Background: an optimization exercise with open tools, aiming at small area and a short achievable clock period. Do not read the settings as production practice.
The RTL was checked by simulation tests, not by an equivalence proof against the original design.
Power and IR drop assume default switching activity.

<file path="flow/run.sh">
#!/bin/bash
# synth_recipe.tcl (not shown) runs the flow's synth.tcl, then flattens the netlist and writes it again
# the make line also repeats each setting of config.mk as NAME=value (left out here)
make -C /OpenROAD-flow-scripts/flow DESIGN_CONFIG=/design/flow/config.mk WORK_HOME=/design/flow/orfs CLKGATE_MAP_FILE= SYNTH_SCRIPT=/design/flow/synth_recipe.tcl finish
</file>
<file path="flow/config.mk">
export PLATFORM = sky130hd
export DESIGN_NAME = fc2
export DESIGN_NICKNAME = fc2
export VERILOG_FILES = /design/flow/design.v
export SDC_FILE = /design/flow/constraint.sdc
export NUM_CORES = 8
export LEC_CHECK = 0
export CAP_MARGIN = 20
export CORE_MARGIN = 2
export CORE_UTILIZATION = 45
export SETUP_SLACK_MARGIN = 4.5
export SLEW_MARGIN = 20
export SYNTH_HIERARCHICAL = 1
</file>
<file path="flow/constraint.sdc">
create_clock -name core_clock -period 8.0 [get_ports {clk}]
set_input_delay 1.6000 -clock core_clock [delete_from_list [all_inputs] [get_ports {clk}]]
set_output_delay 1.6000 -clock core_clock [all_outputs]
set_load 0.01 [all_outputs]
</file>
<file path="flow/design.v">
module fc2_column #(
    parameter logic [7:0] BIAS = 8'h00
) (
    input  logic        clk,
    input  logic [7:0]  weight,
    input  logic [12:0] m1, m2, m3, n1, n2,
    input  logic        xmin,
    input  logic        first,
    output logic [23:0] acc,    
    output logic [3:0] cb,    
    output logic        rb     
);
    localparam logic [23:0] INIT = {{8{BIAS[7]}}, BIAS, 8'h80} + 24'd11534336;
    logic [11:0] sel, sel_d;
    logic [23:0] acc_in, acc_d;
    logic [3:0] cb_in, cb_d;
    logic ovf;
    logic sn1;
    logic sn3;
    logic sn5;
    logic sn7;
    logic sn9;
    logic sn11;
    logic sn13;
    logic sn15;
    logic sn17;
    logic sn19;
    logic sn21;
    logic sn23;
    logic sn25;
    logic pp27;
    logic sn28;
    logic sn30;
    logic sn32;
    logic sn34;
    logic sn36;
    logic sn38;
    logic sn40;
    logic sn42;
    logic sn44;
    logic sn46;
    logic sn48;
    logic sn50;
    logic sn52;
    logic pp54;
    logic sn55;
    logic sn57;
    logic sn59;
    logic sn61;
    logic sn63;
    logic sn65;
    logic sn67;
    logic sn69;
    logic sn71;
    logic sn73;
    logic sn75;
    logic sn77;
    logic sn79;
    logic pp81;
    logic sn82;
    logic sn84;
    logic sn86;
    logic sn88;
    logic sn90;
    logic sn92;
    logic sn94;
    logic sn96;
    logic sn98;
    logic sn100;
    logic sn102;
    logic sn104;
    logic sn106;
    logic pp108;
    logic s109;
    logic c110;
    logic s112;
    logic c113;
    logic s115;
    logic c116;
    logic s118;
    logic c119;
    logic s121;
    logic c122;
    logic s124;
    logic c125;
    logic s127;
    logic c128;
    logic s130;
    logic c131;
    logic s133;
    logic c134;
    logic s136;
    logic c137;
    logic s139;
    logic c140;
    logic s142;
    logic c143;
    logic s145;
    logic c146;
    logic s148;
    logic c149;
    logic s151;
    logic c152;
    logic s154;
    logic c155;
    logic s157;
    logic c158;
    logic s160;
    logic c161;
    logic s163;
    logic c164;
    logic s166;
    logic c167;
    logic s169;
    logic c170;
    logic s172;
    logic c173;
    logic s175;
    logic c176;
    logic s178;
    logic c179;
    logic s181;
    logic c182;
    logic s184;
    logic c185;
    logic s187;
    logic c188;
    logic s190;
    logic c191;
    logic s193;
    logic c194;
    logic s196;
    logic c197;
    logic s199;
    logic c200;
    logic s202;
    logic c203;
    logic s205;
    logic c206;
    logic s208;
    logic c209;
    logic s211;
    logic c212;
    logic s214;
    logic c215;
    logic s217;
    logic c218;
    logic s220;
    logic c221;
    logic s223;
    logic c224;
    logic s226;
    logic c227;
    logic s229;
    logic c230;
    logic s232;
    logic c233;
    logic s235;
    logic c236;
    logic s238;
    logic c239;
    logic s241;
    logic c242;
    logic s244;
    logic c245;
    logic s247;
    logic c248;
    logic g250;
    logic ys251;
    logic p254;
    logic g255;
    logic p257;
    logic g258;
    logic p260;
    logic g261;
    logic p263;
    logic g264;
    logic p266;
    logic g267;
    logic p269;
    logic g270;
    logic p272;
    logic g273;
    logic p275;
    logic g276;
    logic gg278;
    logic gg280;
    logic pq281;
    logic gg283;
    logic pq284;
    logic gg286;
    logic pq287;
    logic gg289;
    logic gg291;
    logic gg293;
    logic pq294;
    logic gg296;
    logic pq297;
    logic gg299;
    logic gg301;
    logic gg303;
    logic gg305;
    logic gg307;
    logic ys309;
    logic ys311;
    logic ys313;
    logic ys315;
    logic ys317;
    logic ys319;
    logic ys321;
    logic ys323;
    logic g325;
    logic ys326;
    logic p329;
    logic g330;
    logic p332;
    logic g333;
    logic p335;
    logic g336;
    logic gg338;
    logic gg340;
    logic pq341;
    logic gg343;
    logic gg345;
    logic ys347;
    logic ys349;
    logic ys351;
    logic g353;
    logic ys354;
    logic p357;
    logic g358;
    logic p360;
    logic g361;
    logic p363;
    logic g364;
    logic gg366;
    logic gg368;
    logic pq369;
    logic gg371;
    logic gg373;
    logic ys375;
    logic ys377;
    logic ys379;
    logic g381;
    logic ys382;
    logic p385;
    logic g386;
    logic p388;
    logic g389;
    logic p391;
    logic g392;
    logic gg394;
    logic gg396;
    logic pq397;
    logic gg399;
    logic gg401;
    logic ys403;
    logic ys405;
    logic ys407;
    logic g409;
    logic ys410;
    logic p413;
    logic g414;
    logic p416;
    logic g417;
    logic gg419;
    logic gg421;
    logic ys423;
    logic ys425;
    for (genvar k = 0; k < 4; k = k + 1) begin : dig
        assign sel_d[3*k]     = ~weight[2*k+1] &  weight[2*k];
        assign sel_d[3*k + 1] =  weight[2*k+1] & ~weight[2*k];
        assign sel_d[3*k + 2] =  weight[2*k+1] &  weight[2*k];
    end
    fc2_sel sl2 (.s0(sel[0]), .s1(sel[1]), .s2(sel[2]), .a(m1[0]), .b(m2[0]), .c(m3[0]), .yn(sn1));
    fc2_sel sl4 (.s0(sel[0]), .s1(sel[1]), .s2(sel[2]), .a(m1[1]), .b(m2[1]), .c(m3[1]), .yn(sn3));
    fc2_sel sl6 (.s0(sel[0]), .s1(sel[1]), .s2(sel[2]), .a(m1[2]), .b(m2[2]), .c(m3[2]), .yn(sn5));
    fc2_sel sl8 (.s0(sel[0]), .s1(sel[1]), .s2(sel[2]), .a(m1[3]), .b(m2[3]), .c(m3[3]), .yn(sn7));
    fc2_sel sl10 (.s0(sel[0]), .s1(sel[1]), .s2(sel[2]), .a(m1[4]), .b(m2[4]), .c(m3[4]), .yn(sn9));
    fc2_sel sl12 (.s0(sel[0]), .s1(sel[1]), .s2(sel[2]), .a(m1[5]), .b(m2[5]), .c(m3[5]), .yn(sn11));
    fc2_sel sl14 (.s0(sel[0]), .s1(sel[1]), .s2(sel[2]), .a(m1[6]), .b(m2[6]), .c(m3[6]), .yn(sn13));
    fc2_sel sl16 (.s0(sel[0]), .s1(sel[1]), .s2(sel[2]), .a(m1[7]), .b(m2[7]), .c(m3[7]), .yn(sn15));
    fc2_sel sl18 (.s0(sel[0]), .s1(sel[1]), .s2(sel[2]), .a(m1[8]), .b(m2[8]), .c(m3[8]), .yn(sn17));
    fc2_sel sl20 (.s0(sel[0]), .s1(sel[1]), .s2(sel[2]), .a(m1[9]), .b(m2[9]), .c(m3[9]), .yn(sn19));
    fc2_sel sl22 (.s0(sel[0]), .s1(sel[1]), .s2(sel[2]), .a(m1[10]), .b(m2[10]), .c(m3[10]), .yn(sn21));
    fc2_sel sl24 (.s0(sel[0]), .s1(sel[1]), .s2(sel[2]), .a(m1[11]), .b(m2[11]), .c(m3[11]), .yn(sn23));
    fc2_sel sl26 (.s0(sel[0]), .s1(sel[1]), .s2(sel[2]), .a(m1[12]), .b(m2[12]), .c(m3[12]), .yn(sn25));
    assign pp27 = ~sn25;
    fc2_sel sl29 (.s0(sel[3]), .s1(sel[4]), .s2(sel[5]), .a(m1[0]), .b(m2[0]), .c(m3[0]), .yn(sn28));
    fc2_sel sl31 (.s0(sel[3]), .s1(sel[4]), .s2(sel[5]), .a(m1[1]), .b(m2[1]), .c(m3[1]), .yn(sn30));
    fc2_sel sl33 (.s0(sel[3]), .s1(sel[4]), .s2(sel[5]), .a(m1[2]), .b(m2[2]), .c(m3[2]), .yn(sn32));
    fc2_sel sl35 (.s0(sel[3]), .s1(sel[4]), .s2(sel[5]), .a(m1[3]), .b(m2[3]), .c(m3[3]), .yn(sn34));
    fc2_sel sl37 (.s0(sel[3]), .s1(sel[4]), .s2(sel[5]), .a(m1[4]), .b(m2[4]), .c(m3[4]), .yn(sn36));
    fc2_sel sl39 (.s0(sel[3]), .s1(sel[4]), .s2(sel[5]), .a(m1[5]), .b(m2[5]), .c(m3[5]), .yn(sn38));
    fc2_sel sl41 (.s0(sel[3]), .s1(sel[4]), .s2(sel[5]), .a(m1[6]), .b(m2[6]), .c(m3[6]), .yn(sn40));
    fc2_sel sl43 (.s0(sel[3]), .s1(sel[4]), .s2(sel[5]), .a(m1[7]), .b(m2[7]), .c(m3[7]), .yn(sn42));
    fc2_sel sl45 (.s0(sel[3]), .s1(sel[4]), .s2(sel[5]), .a(m1[8]), .b(m2[8]), .c(m3[8]), .yn(sn44));
    fc2_sel sl47 (.s0(sel[3]), .s1(sel[4]), .s2(sel[5]), .a(m1[9]), .b(m2[9]), .c(m3[9]), .yn(sn46));
    fc2_sel sl49 (.s0(sel[3]), .s1(sel[4]), .s2(sel[5]), .a(m1[10]), .b(m2[10]), .c(m3[10]), .yn(sn48));
    fc2_sel sl51 (.s0(sel[3]), .s1(sel[4]), .s2(sel[5]), .a(m1[11]), .b(m2[11]), .c(m3[11]), .yn(sn50));
    fc2_sel sl53 (.s0(sel[3]), .s1(sel[4]), .s2(sel[5]), .a(m1[12]), .b(m2[12]), .c(m3[12]), .yn(sn52));
    assign pp54 = ~sn52;
    fc2_sel sl56 (.s0(sel[6]), .s1(sel[7]), .s2(sel[8]), .a(m1[0]), .b(m2[0]), .c(m3[0]), .yn(sn55));
    fc2_sel sl58 (.s0(sel[6]), .s1(sel[7]), .s2(sel[8]), .a(m1[1]), .b(m2[1]), .c(m3[1]), .yn(sn57));
    fc2_sel sl60 (.s0(sel[6]), .s1(sel[7]), .s2(sel[8]), .a(m1[2]), .b(m2[2]), .c(m3[2]), .yn(sn59));
    fc2_sel sl62 (.s0(sel[6]), .s1(sel[7]), .s2(sel[8]), .a(m1[3]), .b(m2[3]), .c(m3[3]), .yn(sn61));
    fc2_sel sl64 (.s0(sel[6]), .s1(sel[7]), .s2(sel[8]), .a(m1[4]), .b(m2[4]), .c(m3[4]), .yn(sn63));
    fc2_sel sl66 (.s0(sel[6]), .s1(sel[7]), .s2(sel[8]), .a(m1[5]), .b(m2[5]), .c(m3[5]), .yn(sn65));
    fc2_sel sl68 (.s0(sel[6]), .s1(sel[7]), .s2(sel[8]), .a(m1[6]), .b(m2[6]), .c(m3[6]), .yn(sn67));
    fc2_sel sl70 (.s0(sel[6]), .s1(sel[7]), .s2(sel[8]), .a(m1[7]), .b(m2[7]), .c(m3[7]), .yn(sn69));
    fc2_sel sl72 (.s0(sel[6]), .s1(sel[7]), .s2(sel[8]), .a(m1[8]), .b(m2[8]), .c(m3[8]), .yn(sn71));
    fc2_sel sl74 (.s0(sel[6]), .s1(sel[7]), .s2(sel[8]), .a(m1[9]), .b(m2[9]), .c(m3[9]), .yn(sn73));
    fc2_sel sl76 (.s0(sel[6]), .s1(sel[7]), .s2(sel[8]), .a(m1[10]), .b(m2[10]), .c(m3[10]), .yn(sn75));
    fc2_sel sl78 (.s0(sel[6]), .s1(sel[7]), .s2(sel[8]), .a(m1[11]), .b(m2[11]), .c(m3[11]), .yn(sn77));
    fc2_sel sl80 (.s0(sel[6]), .s1(sel[7]), .s2(sel[8]), .a(m1[12]), .b(m2[12]), .c(m3[12]), .yn(sn79));
    assign pp81 = ~sn79;
    fc2_sel sl83 (.s0(sel[9]), .s1(sel[10]), .s2(sel[11]), .a(m1[0]), .b(n2[0]), .c(n1[0]), .yn(sn82));
    fc2_sel sl85 (.s0(sel[9]), .s1(sel[10]), .s2(sel[11]), .a(m1[1]), .b(n2[1]), .c(n1[1]), .yn(sn84));
    fc2_sel sl87 (.s0(sel[9]), .s1(sel[10]), .s2(sel[11]), .a(m1[2]), .b(n2[2]), .c(n1[2]), .yn(sn86));
    fc2_sel sl89 (.s0(sel[9]), .s1(sel[10]), .s2(sel[11]), .a(m1[3]), .b(n2[3]), .c(n1[3]), .yn(sn88));
    fc2_sel sl91 (.s0(sel[9]), .s1(sel[10]), .s2(sel[11]), .a(m1[4]), .b(n2[4]), .c(n1[4]), .yn(sn90));
    fc2_sel sl93 (.s0(sel[9]), .s1(sel[10]), .s2(sel[11]), .a(m1[5]), .b(n2[5]), .c(n1[5]), .yn(sn92));
    fc2_sel sl95 (.s0(sel[9]), .s1(sel[10]), .s2(sel[11]), .a(m1[6]), .b(n2[6]), .c(n1[6]), .yn(sn94));
    fc2_sel sl97 (.s0(sel[9]), .s1(sel[10]), .s2(sel[11]), .a(m1[7]), .b(n2[7]), .c(n1[7]), .yn(sn96));
    fc2_sel sl99 (.s0(sel[9]), .s1(sel[10]), .s2(sel[11]), .a(m1[8]), .b(n2[8]), .c(n1[8]), .yn(sn98));
    fc2_sel sl101 (.s0(sel[9]), .s1(sel[10]), .s2(sel[11]), .a(m1[9]), .b(n2[9]), .c(n1[9]), .yn(sn100));
    fc2_sel sl103 (.s0(sel[9]), .s1(sel[10]), .s2(sel[11]), .a(m1[10]), .b(n2[10]), .c(n1[10]), .yn(sn102));
    fc2_sel sl105 (.s0(sel[9]), .s1(sel[10]), .s2(sel[11]), .a(m1[11]), .b(n2[11]), .c(n1[11]), .yn(sn104));
    fc2_sel sl107 (.s0(sel[9]), .s1(sel[10]), .s2(sel[11]), .a(m1[12]), .b(n2[12]), .c(n1[12]), .yn(sn106));
    assign pp108 = ~sn106;
    assign ovf = xmin & sel[10] & ~(|sel[8:0]);
    assign acc_in = first ? ~INIT : acc;
    assign cb_in = first ? ~4'd0 : cb;
    fc2_xnor hx111 (.a(acc_in[6]), .b(sn13), .y(s109));
    fc2_or ho111 (.a(acc_in[6]), .b(sn13), .y(c110));
    fc2_fa fa114 (.a(acc_in[7]), .b(sn15), .c(sn38), .s(s112), .co(c113));
    fc2_fa fa117 (.a(acc_in[8]), .b(sn17), .c(sn40), .s(s115), .co(c116));
    fc2_fa fa120 (.a(acc_in[9]), .b(cb_in[0]), .c(sn19), .s(s118), .co(c119));
    fc2_xnor hx123 (.a(sn42), .b(sn65), .y(s121));
    fc2_or ho123 (.a(sn42), .b(sn65), .y(c122));
    fc2_fa fa126 (.a(acc_in[10]), .b(sn21), .c(sn44), .s(s124), .co(c125));
    fc2_xnor hx129 (.a(sn67), .b(sn90), .y(s127));
    fc2_or ho129 (.a(sn67), .b(sn90), .y(c128));
    fc2_fa fa132 (.a(acc_in[11]), .b(sn23), .c(sn46), .s(s130), .co(c131));
    fc2_xnor hx135 (.a(sn69), .b(sn92), .y(s133));
    fc2_or ho135 (.a(sn69), .b(sn92), .y(c134));
    fc2_fa fa138 (.a(acc_in[12]), .b(pp27), .c(sn48), .s(s136), .co(c137));
    fc2_xnor hx141 (.a(sn71), .b(sn94), .y(s139));
    fc2_or ho141 (.a(sn71), .b(sn94), .y(c140));
    fc2_fa fa144 (.a(acc_in[13]), .b(cb_in[1]), .c(sn50), .s(s142), .co(c143));
    fc2_xnor hx147 (.a(sn73), .b(sn96), .y(s145));
    fc2_or ho147 (.a(sn73), .b(sn96), .y(c146));
    fc2_fa fa150 (.a(acc_in[14]), .b(pp54), .c(sn75), .s(s148), .co(c149));
    fc2_xnor hx153 (.a(acc_in[4]), .b(sn9), .y(s151));
    fc2_or ho153 (.a(acc_in[4]), .b(sn9), .y(c152));
    fc2_fa fa156 (.a(acc_in[5]), .b(sn11), .c(sn34), .s(s154), .co(c155));
    fc2_fa fa159 (.a(sn36), .b(sn59), .c(sn82), .s(s157), .co(c158));
    fc2_fa fa162 (.a(sn61), .b(sn84), .c(c110), .s(s160), .co(c161));
    fc2_fa fa165 (.a(sn63), .b(sn86), .c(c113), .s(s163), .co(c164));
    fc2_fa fa168 (.a(sn88), .b(s121), .c(c116), .s(s166), .co(c167));
    fc2_fa fa171 (.a(c122), .b(s127), .c(c119), .s(s169), .co(c170));
    fc2_fa fa174 (.a(c128), .b(s133), .c(c125), .s(s172), .co(c173));
    fc2_fa fa177 (.a(c134), .b(s139), .c(c131), .s(s175), .co(c176));
    fc2_fa fa180 (.a(c140), .b(s145), .c(c137), .s(s178), .co(c179));
    fc2_fa fa183 (.a(sn98), .b(c146), .c(c143), .s(s181), .co(c182));
    fc2_fa fa186 (.a(acc_in[15]), .b(sn77), .c(sn100), .s(s184), .co(c185));
    fc2_xnor hx189 (.a(acc_in[16]), .b(pp81), .y(s187));
    fc2_or ho189 (.a(acc_in[16]), .b(pp81), .y(c188));
    fc2_xnor hx192 (.a(acc_in[17]), .b(cb_in[2]), .y(s190));
    fc2_or ho192 (.a(acc_in[17]), .b(cb_in[2]), .y(c191));
    fc2_xnor hx195 (.a(acc_in[18]), .b(pp108), .y(s193));
    fc2_or ho195 (.a(acc_in[18]), .b(pp108), .y(c194));
    fc2_xnor hx198 (.a(acc_in[2]), .b(sn5), .y(s196));
    fc2_or ho198 (.a(acc_in[2]), .b(sn5), .y(c197));
    fc2_fa fa201 (.a(acc_in[3]), .b(sn7), .c(sn30), .s(s199), .co(c200));
    fc2_fa fa204 (.a(sn32), .b(sn55), .c(s151), .s(s202), .co(c203));
    fc2_fa fa207 (.a(sn57), .b(c152), .c(s154), .s(s205), .co(c206));
    fc2_fa fa210 (.a(s109), .b(c155), .c(s157), .s(s208), .co(c209));
    fc2_fa fa213 (.a(c158), .b(s112), .c(s160), .s(s211), .co(c212));
    fc2_fa fa216 (.a(s115), .b(c161), .c(s163), .s(s214), .co(c215));
    fc2_fa fa219 (.a(s118), .b(c164), .c(s166), .s(s217), .co(c218));
    fc2_fa fa222 (.a(s124), .b(c167), .c(s169), .s(s220), .co(c221));
    fc2_fa fa225 (.a(s130), .b(c170), .c(s172), .s(s223), .co(c224));
    fc2_fa fa228 (.a(s136), .b(c173), .c(s175), .s(s226), .co(c227));
    fc2_fa fa231 (.a(s142), .b(c176), .c(s178), .s(s229), .co(c230));
    fc2_fa fa234 (.a(s148), .b(c179), .c(s181), .s(s232), .co(c233));
    fc2_fa fa237 (.a(c149), .b(s184), .c(c182), .s(s235), .co(c236));
    fc2_fa fa240 (.a(sn102), .b(s187), .c(c185), .s(s238), .co(c239));
    fc2_fa fa243 (.a(sn104), .b(s190), .c(c188), .s(s241), .co(c242));
    fc2_fa fa246 (.a(c191), .b(~(~ovf)), .c(s193), .s(s244), .co(c245));
    fc2_xnor hx249 (.a(acc_in[19]), .b(c194), .y(s247));
    fc2_or ho249 (.a(acc_in[19]), .b(c194), .y(c248));
    fc2_or u252 (.a(acc_in[0]), .b(sn1), .y(g250));
    fc2_xnor u253 (.a(acc_in[0]), .b(sn1), .y(ys251));
    fc2_ha u256 (.a(acc_in[1]), .b(sn3), .s(p254), .co(g255));
    fc2_ha u259 (.a(sn28), .b(s196), .s(p257), .co(g258));
    fc2_ha u262 (.a(c197), .b(s199), .s(p260), .co(g261));
    fc2_ha u265 (.a(c200), .b(s202), .s(p263), .co(g264));
    fc2_ha u268 (.a(c203), .b(s205), .s(p266), .co(g267));
    fc2_ha u271 (.a(c206), .b(s208), .s(p269), .co(g270));
    fc2_ha u274 (.a(c209), .b(s211), .s(p272), .co(g273));
    fc2_ha u277 (.a(c212), .b(s214), .s(p275), .co(g276));
    fc2_g u279 (.gh(g255), .ph(p254), .gl(g250), .g(gg278));
    fc2_gp u282 (.gh(g261), .ph(p260), .gl(g258), .pl(p257), .g(gg280), .p(pq281));
    fc2_gp u285 (.gh(g267), .ph(p266), .gl(g264), .pl(p263), .g(gg283), .p(pq284));
    fc2_gp u288 (.gh(g273), .ph(p272), .gl(g270), .pl(p269), .g(gg286), .p(pq287));
    fc2_g u290 (.gh(g258), .ph(p257), .gl(gg278), .g(gg289));
    fc2_g u292 (.gh(gg280), .ph(pq281), .gl(gg278), .g(gg291));
    fc2_gp u295 (.gh(g270), .ph(p269), .gl(gg283), .pl(pq284), .g(gg293), .p(pq294));
    fc2_gp u298 (.gh(gg286), .ph(pq287), .gl(gg283), .pl(pq284), .g(gg296), .p(pq297));
    fc2_g u300 (.gh(g264), .ph(p263), .gl(gg291), .g(gg299));
    fc2_g u302 (.gh(gg283), .ph(pq284), .gl(gg291), .g(gg301));
    fc2_g u304 (.gh(gg293), .ph(pq294), .gl(gg291), .g(gg303));
    fc2_g u306 (.gh(gg296), .ph(pq297), .gl(gg291), .g(gg305));
    fc2_g u308 (.gh(g276), .ph(p275), .gl(gg305), .g(gg307));
    fc2_xor u310 (.a(p254), .b(g250), .y(ys309));
    fc2_xor u312 (.a(p257), .b(gg278), .y(ys311));
    fc2_xor u314 (.a(p260), .b(gg289), .y(ys313));
    fc2_xor u316 (.a(p263), .b(gg291), .y(ys315));
    fc2_xor u318 (.a(p266), .b(gg299), .y(ys317));
    fc2_xor u320 (.a(p269), .b(gg301), .y(ys319));
    fc2_xor u322 (.a(p272), .b(gg303), .y(ys321));
    fc2_xor u324 (.a(p275), .b(gg305), .y(ys323));
    fc2_or u327 (.a(c215), .b(s217), .y(g325));
    fc2_xnor u328 (.a(c215), .b(s217), .y(ys326));
    fc2_ha u331 (.a(c218), .b(s220), .s(p329), .co(g330));
    fc2_ha u334 (.a(c221), .b(s223), .s(p332), .co(g333));
    fc2_ha u337 (.a(c224), .b(s226), .s(p335), .co(g336));
    fc2_g u339 (.gh(g330), .ph(p329), .gl(g325), .g(gg338));
    fc2_gp u342 (.gh(g336), .ph(p335), .gl(g333), .pl(p332), .g(gg340), .p(pq341));
    fc2_g u344 (.gh(g333), .ph(p332), .gl(gg338), .g(gg343));
    fc2_g u346 (.gh(gg340), .ph(pq341), .gl(gg338), .g(gg345));
    fc2_xor u348 (.a(p329), .b(g325), .y(ys347));
    fc2_xor u350 (.a(p332), .b(gg338), .y(ys349));
    fc2_xor u352 (.a(p335), .b(gg343), .y(ys351));
    fc2_or u355 (.a(c227), .b(s229), .y(g353));
    fc2_xnor u356 (.a(c227), .b(s229), .y(ys354));
    fc2_ha u359 (.a(c230), .b(s232), .s(p357), .co(g358));
    fc2_ha u362 (.a(c233), .b(s235), .s(p360), .co(g361));
    fc2_ha u365 (.a(c236), .b(s238), .s(p363), .co(g364));
    fc2_g u367 (.gh(g358), .ph(p357), .gl(g353), .g(gg366));
    fc2_gp u370 (.gh(g364), .ph(p363), .gl(g361), .pl(p360), .g(gg368), .p(pq369));
    fc2_g u372 (.gh(g361), .ph(p360), .gl(gg366), .g(gg371));
    fc2_g u374 (.gh(gg368), .ph(pq369), .gl(gg366), .g(gg373));
    fc2_xor u376 (.a(p357), .b(g353), .y(ys375));
    fc2_xor u378 (.a(p360), .b(gg366), .y(ys377));
    fc2_xor u380 (.a(p363), .b(gg371), .y(ys379));
    fc2_or u383 (.a(c239), .b(s241), .y(g381));
    fc2_xnor u384 (.a(c239), .b(s241), .y(ys382));
    fc2_ha u387 (.a(c242), .b(s244), .s(p385), .co(g386));
    fc2_ha u390 (.a(c245), .b(s247), .s(p388), .co(g389));
    fc2_ha u393 (.a(acc_in[20]), .b(c248), .s(p391), .co(g392));
    fc2_g u395 (.gh(g386), .ph(p385), .gl(g381), .g(gg394));
    fc2_gp u398 (.gh(g392), .ph(p391), .gl(g389), .pl(p388), .g(gg396), .p(pq397));
    fc2_g u400 (.gh(g389), .ph(p388), .gl(gg394), .g(gg399));
    fc2_g u402 (.gh(gg396), .ph(pq397), .gl(gg394), .g(gg401));
    fc2_xor u404 (.a(p385), .b(g381), .y(ys403));
    fc2_xor u406 (.a(p388), .b(gg394), .y(ys405));
    fc2_xor u408 (.a(p391), .b(gg399), .y(ys407));
    fc2_or u411 (.a(acc_in[21]), .b(cb_in[3]), .y(g409));
    fc2_xnor u412 (.a(acc_in[21]), .b(cb_in[3]), .y(ys410));
    fc2_ha u415 (.a(acc_in[22]), .b(1'b1), .s(p413), .co(g414));
    fc2_ha u418 (.a(acc_in[23]), .b(1'b1), .s(p416), .co(g417));
    fc2_g u420 (.gh(g414), .ph(p413), .gl(g409), .g(gg419));
    fc2_g u422 (.gh(g417), .ph(p416), .gl(gg419), .g(gg421));
    fc2_xor u424 (.a(p413), .b(g409), .y(ys423));
    fc2_xor u426 (.a(p416), .b(gg419), .y(ys425));
    assign acc_d = {ys425, ys423, ys410, ys407, ys405, ys403, ys382, ys379, ys377, ys375, ys354, ys351, ys349, ys347, ys326, ys323, ys321, ys319, ys317, ys315, ys313, ys311, ys309, ys251};
    assign cb_d = {gg401, gg373, gg345, gg307};
    always_ff @(posedge clk) begin
        sel <= sel_d;
        acc <= acc_d;
        cb <= cb_d;
    end
    assign rb = ~acc[8] & ~(&acc[7:0]);
endmodule
module fc2_group #(
    parameter logic [63:0] BIASES = '0    
) (
    input  logic        clk,
    input  logic [63:0] weight,
    input  logic [10:0] in_data,
    input  logic        load_n,
    output logic [159:0] res
);
    logic [12:0] xe, x1, x3, xn1;
    logic        xmin, load;
    logic [23:0] acc [0:7];
    logic [3:0] cb [0:7];
    logic [7:0] rb;
    assign xe = {{2{in_data[10]}}, in_data};
    always_ff @(posedge clk) begin
        x1 <= xe;
        x3 <= xe + {xe[11:0], 1'b0};
        xn1 <= -xe;
        xmin <= (in_data == 11'h400);
        load <= load_n;
    end
    genvar j;
    generate
        for (j = 0; j < 8; j = j + 1) begin : col
            fc2_column #(.BIAS(BIASES[(7-j)*8 +: 8])) fc (
                .clk(clk),
                .weight(weight[8*j +: 8]),
                .m1(x1),
                .m2({x1[11:0], 1'b0}),
                .m3(x3),
                .n1(xn1),
                .n2({xn1[11:0], 1'b0}),
                .xmin(xmin),
                .first(load),
                .acc(acc[j]),
                .cb(cb[j]),
                .rb(rb[j])
            );
            assign res[20*j +: 20] = {acc[j][23:9], cb[j], rb[j]};
        end
    endgenerate
endmodule
module fc2_fa (
    input  logic a, b, c,
    output logic s, co
);
    assign s = a ^ b ^ c;
    assign co = (a & b) | (c & (a ^ b));
endmodule
module fc2_ha (
    input  logic a, b,
    output logic s, co
);
    assign s = a ^ b;
    assign co = a & b;
endmodule
module fc2_xor (
    input  logic a, b,
    output logic y
);
    assign y = a ^ b;
endmodule
module fc2_gp (
    input  logic gh, ph, gl, pl,
    output logic g, p
);
    assign g = gh | (ph & gl);
    assign p = ph & pl;
endmodule
module fc2_g (
    input  logic gh, ph, gl,
    output logic g
);
    assign g = gh | (ph & gl);
endmodule
module fc2_sel (
    input  logic s0, s1, s2, a, b, c,
    output logic yn
);
    assign yn = ~((s0 & a) | (s1 & b) | (s2 & c));
endmodule
module fc2_xnor (
    input  logic a, b,
    output logic y
);
    assign y = ~(a ^ b);
endmodule
module fc2_or (
    input  logic a, b,
    output logic y
);
    assign y = a | b;
endmodule
module fc2 (
    input clk,
    input rst_n,
    input logic [511:0] weight ,
    input  logic [10:0] in_data,
    input in_valid,
    output logic out_valid,
    output logic [15:0] sum
);
localparam logic [511:0] BIAS_FLAT = {
    8'h24, 8'h0E, 8'h01, 8'h02, 8'h1F, 8'h12, 8'hFE, 8'hEF,
    8'h1A, 8'hE5, 8'h08, 8'h19, 8'h3E, 8'hD0, 8'h25, 8'h07,
    8'h12, 8'hF0, 8'hBC, 8'hF6, 8'hFF, 8'h06, 8'hF7, 8'hFD,
    8'h0E, 8'h01, 8'hD4, 8'hE7, 8'hF4, 8'hE0, 8'hD1, 8'h3E,
    8'h09, 8'h20, 8'hC6, 8'hFA, 8'hFD, 8'h17, 8'hF4, 8'hF0,
    8'h12, 8'h17, 8'hF3, 8'h12, 8'h01, 8'h12, 8'h01, 8'h19,
    8'h23, 8'hB9, 8'hFB, 8'h12, 8'hD8, 8'hB2, 8'h19, 8'hE9,
    8'hE9, 8'h16, 8'h11, 8'hC5, 8'h1C, 8'h01, 8'h26, 8'hD8
};
logic       run, primed;
logic [7:0] ph, ph_n;
logic       load;
assign ph_n = (run || in_valid) ? ph + 8'd1 : ph;
always_ff @(posedge clk or negedge rst_n) begin
    if (!rst_n) begin
        run <= 1'b0;
        ph <= 8'd255;
        load <= 1'b0;
        primed <= 1'b0;
        out_valid <= 1'b0;
    end else begin
        if (in_valid) run <= 1'b1;
        ph <= ph_n;
        load <= (ph_n == 8'd0);
        if (run && ph == 8'd255) primed <= 1'b1;
        out_valid <= primed && (ph >= 8'd5) && (ph <= 8'd68);
    end
end
logic [19:0] res [0:63];
genvar g;
generate
    for (g = 0; g < 8; g = g + 1) begin : grp
        logic [159:0] gres;
        fc2_group #(.BIASES(BIAS_FLAT[(7 - g)*64 +: 64])) fg (
            .clk(clk),
            .weight(weight[64*g +: 64]),
            .in_data(in_data),
            .load_n(ph_n == 8'd0),
            .res(gres)
        );
        for (genvar j = 0; j < 8; j = j + 1) begin : ch
            assign res[8*g + j] = gres[20*j +: 20];
        end
    end
endgenerate
logic [19:0] sr [1:68];
logic [15:0] sr0;
logic [14:0] hi, t;
logic [3:0] cbt;
assign hi = ~sr[1][19:5];
assign cbt = ~sr[1][4:1];
assign t = hi + ({14'd0, cbt[0]} << 0) + ({14'd0, cbt[1]} << 4) + ({14'd0, cbt[2]} << 8) + ({14'd0, cbt[3]} << 12);
always_ff @(posedge clk) begin
    for (int k = 1; k < 5; k = k + 1) sr[k] <= sr[k+1];
    for (int k = 5; k < 68; k = k + 1) sr[k] <= ({20{load}} & res[k-5]) | sr[k+1];
    sr[68] <= {20{load}} & res[63];
    sr0 <= {t, sr[1][0]};
end
assign sum = sr0;
endmodule
</file>
==> results_dict.tcl, run 1 <==
set metrics [dict create \
    regArea_mm2 0.0853 \
    ys_seq_area_frac 0.326 \
    num_vias 201000 \
    cp_top_family "adder cells" \
    area_growth_pct 14.2 \
    grt_max_degree 166 \
    synthCells 22300 \
    cp-startpoint "grp[3].fg.x1[9]" \
    wl_per_cell_um 26.9 \
    cpPeakStageDelay_ns 0.51 \
    vias_per_cell 6.29 \
    p_per_area_mw_per_mm2 545 \
    tritoncts "yes" \
    worstPathMaxFanout 56 \
    drtIter0Drc 37700 \
    hold_violations 0 \
    synthArstFlopShare 0.00284 \
    cap_violations 0 \
    grt_pass1_wl_mm 1270 \
    netlist_area_mm2 0.260 \
    start_kind "register" \
    arrival_ns 4.37 \
    fill_cells 51300 \
    rrSetupSlack_ns 4.53 \
    min_from "sr[4][14]" \
    grt_usage 0.280 \
    num_rows 279 \
    whs_ns 0.278 \
    slew_headroom 0.232 \
    final_cell_mix "dfxtp_1, a222oi_1, a21o_1" \
    nets 27900 \
    ys_seq_elements 4228 \
    clk_pin_slew_ns 0.06 \
    skew_ns 0.0691 \
    final_max_slew_viol_count 0 \
    cts_buffers 473 \
    rr_startpoint "grp[3].fg.x1[9]" \
    min_period_ns 3.47 \
    clkSinkCount 4228 \
    grt_pass1_vias 205000 \
    worstMarginPinSlew_ns 1.15 \
    hold_path_class "register to register" \
    place_ws_ns 3.68 \
    vdd_ir_drop_max_mv 0.317 \
    fin_setup_tns_ns 0 \
    yosys.area.top_type_share 0.324 \
    io_pins 543 \
    p_total_mw 162 \
    clock_latency_ns 1.07 \
    fin_crit_sh 0.434 \
    place_hpwl_mm 537 \
    synth_area_per_cell_um2 11.7 \
    synthFlopType "dfxtp_1" \
    maxClockFrequency_mhz 288 \
    multi_input_area_mm2 0.173 \
    crit_cells 9 \
    synth_area_leaders "dfxtp_1, fa_1, a222oi_1, a21o_1, ha_1" \
    cp.required_ns 8.90 \
    synth-edff-count 0 \
    final_common_cell "dfxtp_1" \
    die_w_um 764 \
    yosysTopAreaCell "dfxtp_1" \
    detail-route-antenna-nets 0 \
    cpMostUsedCell "fa_1" \
    fp.dieArea_mm2 0.584 \
    die_h_um 764 \
    slowest_stage "fa_1" \
    ys_warn_count 78 \
    fin_ws_ns 4.53 \
    coreArea_mm2 0.577 \
    endpoint "grp[3].fg.col[0].fc.acc[12]" \
    crit_buf_inv 1 \
    finalSetupViolCount 0 \
    port_buffers 542 \
    worstSetupPathType "register to register" \
    grt.overflow.total 0 \
    root_buffer "clkbuf_16" \
    clockBufferDepth 4 \
    worst_setup_path_end_kind "register" \
    place_inst 30800 \
    worstReg2RegEnd "grp[3].fg.col[0].fc.acc[12]" \
    htree_levels 5 \
    wirelength_mm 859 \
    status "timing/DRC/antenna clean" \
    layout-drive-gt1-share 0.0728 \
    drtPass1Iterations 29 \
    initial_core_util 0.451 \
    reg2reg_depth 9 \
    drc 0 \
    power.static_leakage_nw 126 \
    final_cells 31900 \
    cp_cell_sequence "clkbuf_8, a222oi_1, fa_1, fa_1, fa_1, ha_1, a21o_1, a21o_1, xor2_1" \
    gp_congestion 0.871 \
    rsz0062_at_grt "yes" \
    antenna_found_initial 118 \
    synth_cell_types 60 \
]
## what timing repair did
action,CTS,global route
pin swaps,0,47
setup endpoints to repair,821,277
hold buffers,0,0
cloned,20,16
buffers inserted,55,79
resized for setup,218,192
## Yosys stat by module (local to each module, per instance), excerpt
module    times used  cell area (µm²)  cells inside
fc2_xor         1216             8.76             1
fc2_ha          1216             12.5             1
fc2_xnor        1088             8.76             1
fc2_g           1152             7.51             1
fc2_or          1088             6.26             1
fc2_sel         3328             10.0             1
fc2                1            38800          2910
fc2_fa          2240             20.0             1
## Yosys cell counts, types with 25 or more instances
cell,n
xnor2_1,1228
nor3_1,67
a21o_1,2954
nor4_1,65
nor4bb_1,64
a21oi_1,102
nor2_1,40
buf_6,128
nand3_1,25
a222oi_1,3328
xor2_1,1238
nand2_1,63
and2b_1,256
or2_2,57
and3_1,103
and2_1,796
buf_2,121
nor2b_1,648
ha_1,1384
and2b_2,208
and4_1,128
or2_1,2243
fa_1,2248
dfxtp_1,4216
conb_1,72
inv_1,389
## final cells by class
class,instances,area share
Tap cell,7727,0.0325
Clock buffer,644,0.0456
Sequential cell,4228,0.287
Antenna cell,67,0.000564
Inverter,389,0.00491
Clock inverter,233,0.0112
Timing Repair Buffer,897,0.0356
Multi-Input combinational cell,17700,0.583
## routing by layer
metal  up-vias  wire (µm)  global-route usage
li1      88300          -                   -
met1     98500     344000               0.373
met2     12100     374000               0.431
met3      1829      99200              0.0683
met4        46      41300               0.126
met5         -        289                   0
## how the worst min path moves through the flow
stage | slack [ns] | cells past startpoint | to
final | 0.28 | 0 | sr[3][14]
after global routing | 0.28 | 0 | sr[1][4]
after CTS | 0.27 | 0 | sr[3][14]
after detailed placement | 0.31 | 0 | sr[1][7]
after global placement | 0.31 | 0 | sr[1][0]
after floorplan | 0.31 | 0 | sr0[0]
## state kept, by name (all words and copies together) (netlist names)
signal,count
grp.fg.col.fc.sel,768
grp.fg.x1,80
grp.fg.xn1,104
grp.fg.load,8
ph,8
sr0,16
load,1
grp.fg.x3,80
sr,1360
run,1
grp.fg.col.fc.cb,256
grp.fg.col.fc.acc,1536
out_valid,1
primed,1
grp.fg.xmin,8
## kinds of logic (layout without fill, tap and decap cells)
family / count (synthesis) / in the layout / share of synthesized area
AO/OA/AOI/OAI: 6479 / 6479 / 0.218
XOR/XNOR: 2466 / 2466 / 0.0830
adder cells (fa/ha/maj): 3632 / 3632 / 0.239
buffers and inverters: 660 / 2163 / 0.0138
flip-flops: 4228 / 4228 / 0.326
other: 72 / 451 / 0.00104
AND/OR/NAND/NOR: 4778 / 4778 / 0.119
## where the power goes
group / switching, mW / internal (mW) / total, mW
sequential: 6.50 / 32.4 / 38.9
clock: 9.50 / 14.0 / 23.5
combinational: 49.2 / 50.5 / 99.7
## per-stage QoR
step	utilization	cell area [µm²]
after floorplan	-	262000
after global placement	0.479	276000
after detailed placement	0.479	276000
after CTS	0.512	295000
after global routing	0.515	297000
final	0.515	297000
==> run 2: changes to the inputs <==
--- a/flow/design.v
+++ b/flow/design.v
@@ -345,11 +345,11 @@
     fc2_xnor hx135 (.a(sn69), .b(sn92), .y(s133));
     fc2_or ho135 (.a(sn69), .b(sn92), .y(c134));
-    fc2_fa fa138 (.a(acc_in[12]), .b(pp27), .c(sn48), .s(s136), .co(c137));
-    fc2_xnor hx141 (.a(sn71), .b(sn94), .y(s139));
-    fc2_or ho141 (.a(sn71), .b(sn94), .y(c140));
+    fc2_fa fa138 (.a(acc_in[12]), .b(sn48), .c(sn71), .s(s136), .co(c137));
+    fc2_xnor hx141 (.a(sn94), .b(pp27), .y(s139));
+    fc2_or ho141 (.a(sn94), .b(pp27), .y(c140));
     fc2_fa fa144 (.a(acc_in[13]), .b(cb_in[1]), .c(sn50), .s(s142), .co(c143));
     fc2_xnor hx147 (.a(sn73), .b(sn96), .y(s145));
     fc2_or ho147 (.a(sn73), .b(sn96), .y(c146));
-    fc2_fa fa150 (.a(acc_in[14]), .b(pp54), .c(sn75), .s(s148), .co(c149));
+    fc2_fa fa150 (.a(acc_in[14]), .b(sn75), .c(sn98), .s(s148), .co(c149));
     fc2_xnor hx153 (.a(acc_in[4]), .b(sn9), .y(s151));
     fc2_or ho153 (.a(acc_in[4]), .b(sn9), .y(c152));
@@ -361,14 +361,14 @@
     fc2_fa fa171 (.a(c122), .b(s127), .c(c119), .s(s169), .co(c170));
     fc2_fa fa174 (.a(c128), .b(s133), .c(c125), .s(s172), .co(c173));
-    fc2_fa fa177 (.a(c134), .b(s139), .c(c131), .s(s175), .co(c176));
-    fc2_fa fa180 (.a(c140), .b(s145), .c(c137), .s(s178), .co(c179));
-    fc2_fa fa183 (.a(sn98), .b(c146), .c(c143), .s(s181), .co(c182));
+    fc2_fa fa177 (.a(c134), .b(c131), .c(s136), .s(s175), .co(c176));
+    fc2_fa fa180 (.a(s145), .b(c140), .c(c137), .s(s178), .co(c179));
+    fc2_fa fa183 (.a(pp54), .b(c146), .c(c143), .s(s181), .co(c182));
     fc2_fa fa186 (.a(acc_in[15]), .b(sn77), .c(sn100), .s(s184), .co(c185));
-    fc2_xnor hx189 (.a(acc_in[16]), .b(pp81), .y(s187));
-    fc2_or ho189 (.a(acc_in[16]), .b(pp81), .y(c188));
+    fc2_xnor hx189 (.a(acc_in[16]), .b(sn102), .y(s187));
+    fc2_or ho189 (.a(acc_in[16]), .b(sn102), .y(c188));
     fc2_xnor hx192 (.a(acc_in[17]), .b(cb_in[2]), .y(s190));
     fc2_or ho192 (.a(acc_in[17]), .b(cb_in[2]), .y(c191));
-    fc2_xnor hx195 (.a(acc_in[18]), .b(pp108), .y(s193));
-    fc2_or ho195 (.a(acc_in[18]), .b(pp108), .y(c194));
+    fc2_xnor hx195 (.a(acc_in[18]), .b(~(~ovf)), .y(s193));
+    fc2_or ho195 (.a(acc_in[18]), .b(~(~ovf)), .y(c194));
     fc2_xnor hx198 (.a(acc_in[2]), .b(sn5), .y(s196));
     fc2_or ho198 (.a(acc_in[2]), .b(sn5), .y(c197));
@@ -382,11 +382,11 @@
     fc2_fa fa222 (.a(s124), .b(c167), .c(s169), .s(s220), .co(c221));
     fc2_fa fa225 (.a(s130), .b(c170), .c(s172), .s(s223), .co(c224));
-    fc2_fa fa228 (.a(s136), .b(c173), .c(s175), .s(s226), .co(c227));
+    fc2_fa fa228 (.a(s139), .b(c173), .c(s175), .s(s226), .co(c227));
     fc2_fa fa231 (.a(s142), .b(c176), .c(s178), .s(s229), .co(c230));
     fc2_fa fa234 (.a(s148), .b(c179), .c(s181), .s(s232), .co(c233));
     fc2_fa fa237 (.a(c149), .b(s184), .c(c182), .s(s235), .co(c236));
-    fc2_fa fa240 (.a(sn102), .b(s187), .c(c185), .s(s238), .co(c239));
+    fc2_fa fa240 (.a(pp81), .b(s187), .c(c185), .s(s238), .co(c239));
     fc2_fa fa243 (.a(sn104), .b(s190), .c(c188), .s(s241), .co(c242));
-    fc2_fa fa246 (.a(c191), .b(~(~ovf)), .c(s193), .s(s244), .co(c245));
+    fc2_fa fa246 (.a(c191), .b(pp108), .c(s193), .s(s244), .co(c245));
     fc2_xnor hx249 (.a(acc_in[19]), .b(c194), .y(s247));
     fc2_or ho249 (.a(acc_in[19]), .b(c194), .y(c248));
--- a/flow/config.mk
+++ b/flow/config.mk
@@ -9,5 +9,7 @@
 export CORE_MARGIN = 2
 export CORE_UTILIZATION = 45
-export SETUP_SLACK_MARGIN = 4.5
+export CTS_CLUSTER_DIAMETER = 100
+export CTS_CLUSTER_SIZE = 20
+export SETUP_SLACK_MARGIN = 4.6
 export SLEW_MARGIN = 20
 export SYNTH_HIERARCHICAL = 1
==> results_dict.tcl, run 2 <==
set metrics [dict create \
    worstMarginPinSlew_ns 1.16 \
    synth_cell_types 61 \
    place_hpwl_mm 541 \
    final_common_cell "dfxtp_1" \
    placedInstanceArea_mm2 0.278 \
    yosysTopAreaCell "dfxtp_1" \
    final_max_slew_viol_count 0 \
    skew_ns 0.0928 \
    use_met3 0.0709 \
    cts_buffers 265 \
    clk_pin_slew_ns 0.09 \
    finalSetupViolCount 0 \
    reg.largest.list "grp.fg.col.fc.acc (1536), sr (1360), grp.fg.col.fc.sel (768)" \
    wl_per_cell_um 28.0 \
    fp.dieArea_mm2 0.584 \
    grt_usage 0.280 \
    num_rows 279 \
    slew_headroom 0.225 \
    grt_busiest_layer "met2" \
    fin_setup_tns_ns 0 \
    p_total_mw 162 \
    grt_pass1_vias 203000 \
    grt_max_degree 157 \
    use_met1 0.359 \
    ys_warn_count 78 \
    cap_violations 0 \
    coreArea_mm2 0.577 \
    die_h_um 765 \
    antenna_found_initial 122 \
    wirelength_mm 891 \
    yosysMostFrequentCell "dfxtp_1" \
    nets 28100 \
    num_vias 203000 \
    gp_congestion 0.857 \
    rrSetupSlack_ns 4.56 \
    min_period_ns 3.44 \
    clkSinkCount 4228 \
    detail-route-antenna-nets 0 \
    rsz0062_at_grt "yes" \
    start_kind "register" \
    die_w_um 765 \
    initial_core_util 0.451 \
    final_cell_mix "dfxtp_1, a222oi_1, a21o_1" \
    port_buffers 542 \
    arrival_ns 4.30 \
    drc 0 \
    multi_input_area_mm2 0.176 \
    place_inst 30800 \
    postCtsHoldBufs 0 \
    clock_latency_ns 1.04 \
    p_per_area_mw_per_mm2 545 \
    area_growth_pct 13.8 \
    power.static_leakage_nw 124 \
    holdPathEnd "sr[1][19]" \
    reg2reg_depth 10 \
    synthCells 22300 \
    vdd_ir_drop_max_mv 0.368 \
    synthFlopType "dfxtp_1" \
    ys_seq_area_frac 0.325 \
    root_buffer "clkbuf_16" \
    grt_pass1_wl_mm 1270 \
    largest_register_ffs 1536 \
    vias_per_cell 6.37 \
    synth_area_leaders "dfxtp_1, fa_1, a222oi_1, a21o_1, ha_1" \
    layout-drive-gt1-share 0.0928 \
    grt_use_met2 0.446 \
    fin_crit_sh 0.430 \
    final_cells 31800 \
    final_cell_area_mm2 0.296 \
    clockBufferDepth 4 \
    regArea_mm2 0.0854 \
    min_from "sr[2][19]" \
    drtIter0Drc 37000 \
    worst_setup_path_end_kind "register" \
    worstReg2RegEnd "grp[3].fg.col[1].fc.acc[16]" \
    synth-edff-count 0 \
    tritoncts "yes" \
    fill_cells 51300 \
    synth_area_per_cell_um2 11.7 \
    maxClockFrequency_mhz 291 \
    synthTopCellsByCount "dfxtp_1, a222oi_1, a21o_1" \
    hold_depth 0 \
    worstPathMaxFanout 5 \
    worstSetupPathType "register to register" \
    rr_startpoint "grp[3].fg.x1[10]" \
    hold_violations 0 \
    max_flop_register "grp.fg.col.fc.acc" \
    htree_levels 5 \
    status "timing/DRC/antenna clean" \
    grt.overflow.total 0 \
    ys_seq_elements 4228 \
    netlist_area_mm2 0.260 \
    io_pins 543 \
    drtPass1Iterations 23 \
    synthArstFlopShare 0.00284 \
    cp.required_ns 8.86 \
    hold_path_class "register to register" \
    yosys.area.top_type_share 0.324 \
]
[run 2: layout make-up]
| class | instances | share of cell area |
|---|---|---|
| repair buffers | 1272 | 0.0533 |
| multi-input cells | 17700 | 0.593 |
| diodes | 96 | 0.000811 |
| inverters | 389 | 0.00493 |
| clock inverters | 62 | 0.00278 |
| clock buffers | 307 | 0.0238 |
| well taps | 7727 | 0.0326 |
| flip-flops and latches | 4228 | 0.288 |
[run 2: logic make-up (layout without fill, tap and decap cells)]
kind of cell | after synthesis | count (layout) | synth area share
compound gates | 6479 | 6479 | 0.218
simple gates | 4780 | 4780 | 0.119
flops | 4228 | 4228 | 0.325
fa+ha+maj | 3632 | 3632 | 0.239
xor+xnor | 2466 | 2466 | 0.0830
buf+inv | 660 | 2030 | 0.0138
other cells | 72 | 480 | 0.00104
[run 2: what timing repair did]
item,CTS,global route
pin swaps,50,517
gates cloned,31,86
endpoints found under the hold margin,0,0
endpoints found under the setup margin,857,294
gates resized for setup,318,470
setup buffers,128,300
[run 2: per-module statistics from Yosys, one instance, submodules excluded, excerpt]
module,copies in the design,cells
fc2,1,2910
fc2_fa,2240,1
fc2_g,1152,1
fc2_gp,512,2
fc2_ha,1216,1
fc2_or,1088,1
fc2_sel,3328,1
fc2_xnor,1088,1
fc2_xor,1216,1
[run 2: where the power goes]
| part | leakage [nW] | internal, mW | total, mW | switching, mW |
|---|---|---|---|---|
| sequential | 35.6 | 32.4 | 38.7 | 6.30 |
| combinational | 84.9 | 56.3 | 108 | 52.0 |
| clock | 3.86 | 6.64 | 14.6 | 7.99 |
[run 2: critical path, stage by stage, from the launching register on]
cell	delay, ns
dfxtp_4	0.38
buf_12	0.15
buf_4	0.17
a222oi_1	0.43
fa_2	0.53
fa_2	0.35
fa_1	0.50
or2_1	0.26
a21o_1	0.21
a21o_1	0.17
xor2_1	0.16
[run 2: worst max-delay path by stage]
stage,startpoint,end,slack (ns),cells after the start
6_report,grp[3].fg.x1[10],grp[3].fg.col[1].fc.acc[16],4.56,10
5_1_grt,grp[3].fg.load,grp[3].fg.col[6].fc.acc[12],4.50,10
4_1_cts,grp[3].fg.load,grp[3].fg.col[0].fc.acc[12],4.47,9
3_5_place_dp,grp[5].fg.load,grp[5].fg.col[7].fc.acc[12],3.51,9
3_3_place_gp,grp[5].fg.load,grp[5].fg.col[5].fc.acc[12],3.55,9
2_1_floorplan,grp[0].fg.x1[10],grp[0].fg.col[7].fc.acc[16],4.39,8
[run 2: stage by stage]
step	util	worst slack [ns]	hold WS, ns
after floorplan	-	4.39	0.310
after global placement	0.481	3.55	0.310
after detailed placement	0.481	3.51	0.312
after CTS	0.502	4.47	0.320
after global routing	0.514	4.50	0.320
final	0.514	4.56	0.306
[run 2: per-layer routing]
layer	vias up	routed length, µm
met1	99800	341000
met4	78	46400
met2	12300	399000
li1	88400	-
met3	2229	105000
met5	-	731
==> run 3: changes to the inputs <==
--- a/flow/config.mk
+++ b/flow/config.mk
@@ -11,5 +11,5 @@
 export CTS_CLUSTER_DIAMETER = 100
 export CTS_CLUSTER_SIZE = 20
-export SETUP_SLACK_MARGIN = 4.6
+export SETUP_SLACK_MARGIN = 4.75
 export SLEW_MARGIN = 20
 export SYNTH_HIERARCHICAL = 1
==> results_dict.tcl, run 3 <==
set metrics [dict create \
    worstMarginPinSlew_ns 1.12 \
    switching_share 0.403 \
    ys_warn_count 78 \
    arrival_ns 4.44 \
    slew_headroom 0.250 \
    synthTopCellsByCount "dfxtp_1, a222oi_1, a21o_1" \
    fp.dieArea_mm2 0.584 \
    fin_ws_ns 4.47 \
    grt_pass1_wl_mm 1360 \
    synth_cell_types 61 \
    min_period_ns 3.53 \
    nets 28700 \
    power.switching_mw 70.8 \
    num_rows 279 \
    synth_area_per_cell_um2 11.7 \
    fill_cells 49800 \
    wirelength_mm 977 \
    netlist_area_mm2 0.260 \
    reg2reg_depth 11 \
    cp-startpoint "grp[2].fg.x1[9]" \
    clock_latency_ns 1.02 \
    vdd_ir_drop_max_mv 0.376 \
    clockBufferDepth 4 \
    final_max_slew_viol_count 0 \
    max_flop_register "grp.fg.col.fc.acc" \
    crit_buf_inv 3 \
    maxClockFrequency_mhz 283 \
    min_from "sr[2][6]" \
    hold_path_class "register to register" \
    postCtsHoldBufs 0 \
    die_h_um 765 \
    synth-edff-count 0 \
    grt_pass1_vias 211000 \
    comb_power_share 0.696 \
    drtIter0Drc 39500 \
    worstSetupPathType "register to register" \
    io_pins 543 \
    cap_violations 0 \
    tritoncts "yes" \
    placedInstanceArea_mm2 0.279 \
    fin_setup_tns_ns 0 \
    power.static_leakage_nw 129 \
    rsz0062_at_grt "yes" \
    skew_ns 0.0610 \
    wl_per_cell_um 30.1 \
    root_buffer "clkbuf_16" \
    final_cells 32400 \
    fin_crit_sh 0.441 \
    yosysMostFrequentCell "dfxtp_1" \
    antenna_found_initial 116 \
    hold_violations 0 \
    worstReg2RegEnd "grp[2].fg.col[0].fc.acc[12]" \
    rrSetupSlack_ns 4.47 \
    ys_seq_area_frac 0.325 \
    reg.largest.list "grp.fg.col.fc.acc (1536), sr (1360), grp.fg.col.fc.sel (768)" \
    cp.required_ns 8.92 \
    place_ws_ns 3.74 \
    largest_register_ffs 1536 \
    coreArea_mm2 0.577 \
    worstPathMaxFanout 5 \
    finalSetupViolCount 0 \
    detail-route-antenna-nets 0 \
    layout-drive-gt1-share 0.146 \
    yosysTopAreaCell "dfxtp_1" \
    grt_max_degree 149 \
    htree_levels 5 \
    rr_startpoint "grp[2].fg.x1[9]" \
    slowest_stage "a222oi_1" \
    final_cell_area_mm2 0.309 \
    area_growth_pct 18.8 \
    place_hpwl_mm 546 \
    crit_cells 11 \
    initial_core_util 0.451 \
    cp_cell_sequence "buf_12, clkbuf_16, buf_12, a222oi_1, fa_2, fa_1, fa_1, ha_4, a21o_1, a21o_1, xor2_1" \
    drtPass1Iterations 23 \
    p_total_mw 175 \
    num_vias 210000 \
    clkSinkCount 4228 \
    synthFlopType "dfxtp_1" \
    p_seq_frac 0.221 \
    grt.overflow.total 0 \
    synthArstFlopShare 0.00284 \
    synthCells 22300 \
    final_common_cell "dfxtp_1" \
    start_kind "register" \
    grt_usage 0.303 \
    yosys.area.top_type_share 0.324 \
    status "timing/DRC/antenna clean" \
    intPower_mw 105 \
    synth_area_leaders "dfxtp_1, fa_1, a222oi_1, a21o_1, ha_1" \
    drc 0 \
    die_w_um 765 \
    place_inst 30800 \
    p_per_area_mw_per_mm2 568 \
    vias_per_cell 6.46 \
    port_buffers 542 \
    gp_congestion 0.857 \
    ys_seq_elements 4228 \
    cp_top_family "adder cells" \
    worst_setup_path_end_kind "register" \
    p_clk_frac 0.083 \
    cpPeakStageDelay_ns 0.55 \
    endpoint "grp[2].fg.col[0].fc.acc[12]" \
    clk_pin_slew_ns 0.08 \
    cts_buffers 262 \
    final_cell_mix "dfxtp_1, a222oi_1, a21o_1" \
]
## run 3: changes by cell type in the layout (fill, tap and decap cells not counted), sizes merged, moves of 15 or more
cell           previous run  this run
buf                     656      1226
bufbuf                    9        28
clkbuf                  383       425
clkdlybuf4s15             0        15
diode                    96        76
dlygate4sd2              17         0
## run 3: worst min path at each step
stage,slack [ns],to,cells after the start
floorplan,0.31,sr0[0],0
global placement,0.31,sr[4][5],0
detailed placement,0.31,sr[2][2],0
CTS,0.32,sr[1][6],0
global route,0.32,sr[1][6],0
finish,0.31,sr[1][6],0
## run 3: worst reg2reg max path, delay by kind of cell (launching register included)
kind                     cells  cell delay, ns
adder cells (fa/ha/maj)      4            1.52
AO/OA/AOI/OAI                3            0.90
buffers and inverters        3            0.47
flip-flops                   1            0.38
XOR/XNOR                     1            0.16
## run 3: cells by family (layout without fill, tap and decap cells)
family | after synthesis | in the layout | synth area share
buffers and inverters | 660 | 2652 | 0.0138
adders and majority gates | 3632 | 3632 | 0.239
other | 72 | 460 | 0.00104
AOI/OAI and AO/OA | 6479 | 6479 | 0.218
DFF | 4228 | 4228 | 0.325
xor gates and xnor gates | 2466 | 2466 | 0.0830
and+or+nand+nor | 4780 | 4780 | 0.119
## run 3: cell type report
class                      count  area, µm²  area share
timing repair buffer        1892      24900      0.0806
tap                         7727       9670      0.0313
antenna                       76        190    0.000615
clock inverter                55        699     0.00226
clock buffer                 316       7000      0.0226
inverter                     389       1460     0.00472
sequential                  4228      85600       0.277
multi-input combinational  17700     180000       0.581
## run 3: through the flow
| step | utilization | hold WS (ns) |
|---|---|---|
| 2_1_floorplan | - | 0.310 |
| 3_3_place_gp | 0.483 | 0.310 |
| 3_5_place_dp | 0.483 | 0.312 |
| 4_1_cts | 0.518 | 0.316 |
| 5_1_grt | 0.536 | 0.317 |
| 6_report | 0.536 | 0.314 |
## run 3: power by group through the flow
| stage | Clock, mW | Sequential, mW | Combinational (mW) |
|---|---|---|---|
| floorplan | 0 | 36.2 | 83.7 |
| global placement | 0 | 39.2 | 100 |
| detailed placement | 0 | 39.2 | 103 |
| CTS | 14.8 | 38.6 | 112 |
| global route | 15.5 | 39.4 | 135 |
| finish | 14.5 | 38.8 | 122 |
## run 3: repair_timing
item | 4_1_cts | 5_1_grt
gates cloned | 119 | 124
buffers inserted | 496 | 448
resized for setup | 885 | 807
pin swaps | 552 | 1070
setup endpoints to repair | 1009 | 553
## run 3: modules after synthesis (local to each module, per instance), excerpt
module | times used | flops+latches | area, µm²
fc2_or | 1088 | 0 | 6.26
fc2_fa | 2240 | 0 | 20.0
fc2_ha | 1216 | 0 | 12.5
fc2 | 1 | 1388 | 38800
fc2_sel | 3328 | 0 | 10.0
fc2_xor | 1216 | 0 | 8.76
fc2_gp | 512 | 0 | 13.8
fc2_xnor | 1088 | 0 | 8.76
fc2_g | 1152 | 0 | 7.51
## run 3: routing by layer
| layer | global-route usage | vias up | wire length (µm) |
|---|---|---|---|
| met5 | 0 | - | 620 |
| li1 | - | 89700 | - |
| met1 | 0.380 | 103000 | 357000 |
| met2 | 0.487 | 13500 | 433000 |
| met4 | 0.156 | 64 | 70000 |
| met3 | 0.0713 | 3311 | 115000 |
==> run 4: changes to the inputs <==
--- a/flow/config.mk
+++ b/flow/config.mk
@@ -9,7 +9,5 @@
 export CORE_MARGIN = 2
 export CORE_UTILIZATION = 45
-export CTS_CLUSTER_DIAMETER = 100
-export CTS_CLUSTER_SIZE = 20
-export SETUP_SLACK_MARGIN = 4.75
+export SETUP_SLACK_MARGIN = 4.65
 export SLEW_MARGIN = 20
 export SYNTH_HIERARCHICAL = 1
==> results_dict.tcl, run 4 <==
set metrics [dict create \
    cpMostUsedCell "a21o_1" \
    min_period_ns 3.46 \
    io_pins 543 \
    final_common_cell "dfxtp_1" \
    synthArstFlopShare 0.00284 \
    fp.dieArea_mm2 0.584 \
    die_w_um 765 \
    slowest_stage "fa_1" \
    clkSinkCount 4228 \
    initial_core_util 0.451 \
    largest_register_ffs 1536 \
    arrival_ns 4.41 \
    root_buffer "clkbuf_16" \
    vias_per_cell 6.38 \
    tritoncts "yes" \
    port_buffers 542 \
    grt_pass1_wl_mm 1320 \
    start_kind "register" \
    slew_headroom 0.227 \
    hold_path_class "register to register" \
    yosysTopAreaCell "dfxtp_1" \
    p_per_area_mw_per_mm2 564 \
    clk_pin_slew_ns 0.07 \
    place_hpwl_mm 543 \
    finalSetupViolCount 0 \
    die_h_um 765 \
    ys_seq_elements 4228 \
    layout-drive-gt1-share 0.131 \
    final_max_slew_viol_count 0 \
    fill_cells 49800 \
    power.static_leakage_nw 131 \
    max_flop_register "grp.fg.col.fc.acc" \
    fin_util 0.539 \
    p_total_mw 175 \
    yosysMostFrequentCell "dfxtp_1" \
    vdd_ir_drop_max_mv 0.391 \
    synth_area_per_cell_um2 11.7 \
    crit_buf_inv 4 \
    cpPeakStageDelay_ns 0.58 \
    worstMarginPinSlew_ns 1.16 \
    nets 28500 \
    netlist_area_mm2 0.260 \
    whs_ns 0.290 \
    skew_ns 0.0660 \
    drc 0 \
    drtPass1Iterations 23 \
    detail-route-antenna-nets 0 \
    hold_violations 0 \
    grt_usage 0.292 \
    grt.overflow.total 0 \
    cts_buffers 478 \
    fin_crit_sh 0.432 \
    synthCells 22300 \
    yosys.area.top_type_share 0.324 \
    place_ws_ns 3.67 \
    coreArea_mm2 0.577 \
    num_rows 279 \
    status "timing/DRC/antenna clean" \
    htree_levels 5 \
    fin_setup_tns_ns 0 \
    num_vias 208000 \
    final_cell_mix "dfxtp_1, a222oi_1, a21o_1" \
    gp_congestion 0.861 \
    worstSetupPathType "register to register" \
    multi_input_area_mm2 0.177 \
    clockBufferDepth 4 \
    fin_ws_ns 4.54 \
    synth_area_leaders "dfxtp_1, fa_1, a222oi_1, a21o_1, ha_1" \
    cp.required_ns 8.95 \
    grt_max_degree 158 \
    synthTopCellsByCount "dfxtp_1, a222oi_1, a21o_1" \
    synth_cell_types 61 \
    reg.largest.list "grp.fg.col.fc.acc (1536), sr (1360), grp.fg.col.fc.sel (768)" \
    worstPathMaxFanout 6 \
    regArea_mm2 0.0856 \
    worst_setup_path_end_kind "register" \
    maxClockFrequency_mhz 289 \
    area_growth_pct 19.4 \
    cp_top_family "adder cells" \
    clock_latency_ns 1.09 \
    wl_per_cell_um 28.8 \
    ys_warn_count 78 \
    grt_pass1_vias 208000 \
    rsz0062_at_grt "yes" \
    drtIter0Drc 39300 \
    ys_seq_area_frac 0.325 \
    cap_violations 0 \
    wirelength_mm 940 \
    synth-edff-count 0 \
    antenna_found_initial 138 \
    synthFlopType "dfxtp_1" \
    cp_cell_sequence "buf_12, buf_6, clkbuf_16, buf_12, or2_1, fa_1, fa_1, ha_1, a21o_1, a21o_1, a21o_1, xor2_1" \
]
run 4: cell counts after synthesis:
Identical to the previous run, type by type.
run 4: stage by stage:
step	instance area [µm²]	cells
final	311000	32600
after detailed placement	278000	30800
after floorplan	263000	22600
after CTS	300000	32000
after global routing	310000	32500
after global placement	278000	30800
run 4: timing repair:
| item | CTS | global route |
|---|---|---|
| gates resized for setup | 394 | 792 |
| hold buffers | 0 | 0 |
| gates cloned | 58 | 105 |
| pin swaps | 164 | 816 |
| setup endpoints to repair | 926 | 358 |
| buffers inserted | 225 | 416 |
run 4: report_power, final:
group | switching, mW | internal [mW] | leakage (nW) | total, mW
sequential | 6.36 | 32.5 | 35.6 | 38.8
clock | 9.70 | 13.9 | 8.23 | 23.6
combinational | 53.7 | 59.1 | 87.0 | 113
run 4: modules after synthesis, one instance, submodules excluded, a selection:
module,flip-flops and latches,cell area [µm²],cells,times used
fc2_xor,0,8.76,1,1216
fc2_sel,0,10.0,1,3328
fc2_g,0,7.51,1,1152
fc2_or,0,6.26,1,1088
fc2_fa,0,20.0,1,2240
fc2_ha,0,12.5,1,1216
fc2,1388,38800,2910,1
fc2_xnor,0,8.76,1,1088
fc2_gp,0,13.8,2,512
run 4: metal layers:
metal,vias up,GRT usage,part of all wire
li1,89700,-,-
met1,101000,0.375,0.37
met2,13700,0.467,0.44
met3,2994,0.0685,0.12
met4,72,0.135,0.063
met5,-,0,0.00054
run 4: logic make-up after synthesis:
family	count (synthesis)	share of synthesized area
buffers and inverters	660	0.0138
DFF	4228	0.325
AOI/OAI and AO/OA	6479	0.218
xor gates and xnor gates	2466	0.0830
and+or+nand+nor	4780	0.119
other	72	0.00104
adders and majority gates	3632	0.239
run 4: layout make-up:
| class | instances | share of cell area |
|---|---|---|
| multi-input cells | 17700 | 0.570 |
| flip-flops and latches | 4228 | 0.275 |
| repair buffers | 1520 | 0.0635 |
| clock buffers | 649 | 0.0444 |
| well taps | 7727 | 0.0311 |
| clock inverters | 246 | 0.0101 |
| inverters | 389 | 0.00470 |
| diodes | 91 | 0.000733 |
run 4: path summary, 6_finish.rpt:
check / startpoint / slack [ns] / end / cells past startpoint
max: grp[0].fg.load / 4.54 / grp[0].fg.col[2].fc.acc[8] / 12
min: sr[4][17] / 0.29 / sr[3][17] / 0
max reg2reg: grp[0].fg.load / 4.54 / grp[0].fg.col[2].fc.acc[8] / 12
min reg2reg: sr[4][17] / 0.29 / sr[3][17] / 0
max in group asynchronous: rst_n / 6.67 / load / 1
min in group asynchronous: rst_n / 0.92 / run / 1

-- re-timing with driven ports --
No port has a modelled driver above. Below, the same layouts with a new extraction and two added sets of constraints. Step 1 sets driving cells, clkbuf_16 on the clock port and buf_2 on the other inputs (assumed; they add their load-dependent delay and slew). Step 2, shift: input delay + t, output delay - t, t = (earliest + latest rising clock arrival at the registers) / 2. This alone moves slack from input paths to output paths. Three values: no drivers, after step 1, after step 2; two values: the first two.
run	shift t [ns]	slack for setup (ns)	hold WS [ns]	latest minus earliest clock arrival (ns)	worst slew at a driven data input, ns
run 1	1.167	4.530 / 4.530 / 3.695	0.278 / 0.278 / 0.278	0.083 / 0.083	0.37
run 2	1.137	4.559 / 4.559 / 3.652	0.306 / 0.306 / 0.306	0.104 / 0.105	0.35
run 3	1.128	4.472 / 4.472 / 3.757	0.314 / 0.314 / 0.314	0.071 / 0.071	0.40
run 4	1.183	4.540 / 4.540 / 3.725	0.290 / 0.290 / 0.290	0.088 / 0.087	0.36
After both steps setup and hold are still met in every run listed. For run 2, which loses most, drivers alone change the setup slack by 0.000 ns; drivers and shift together by -0.907 ns.
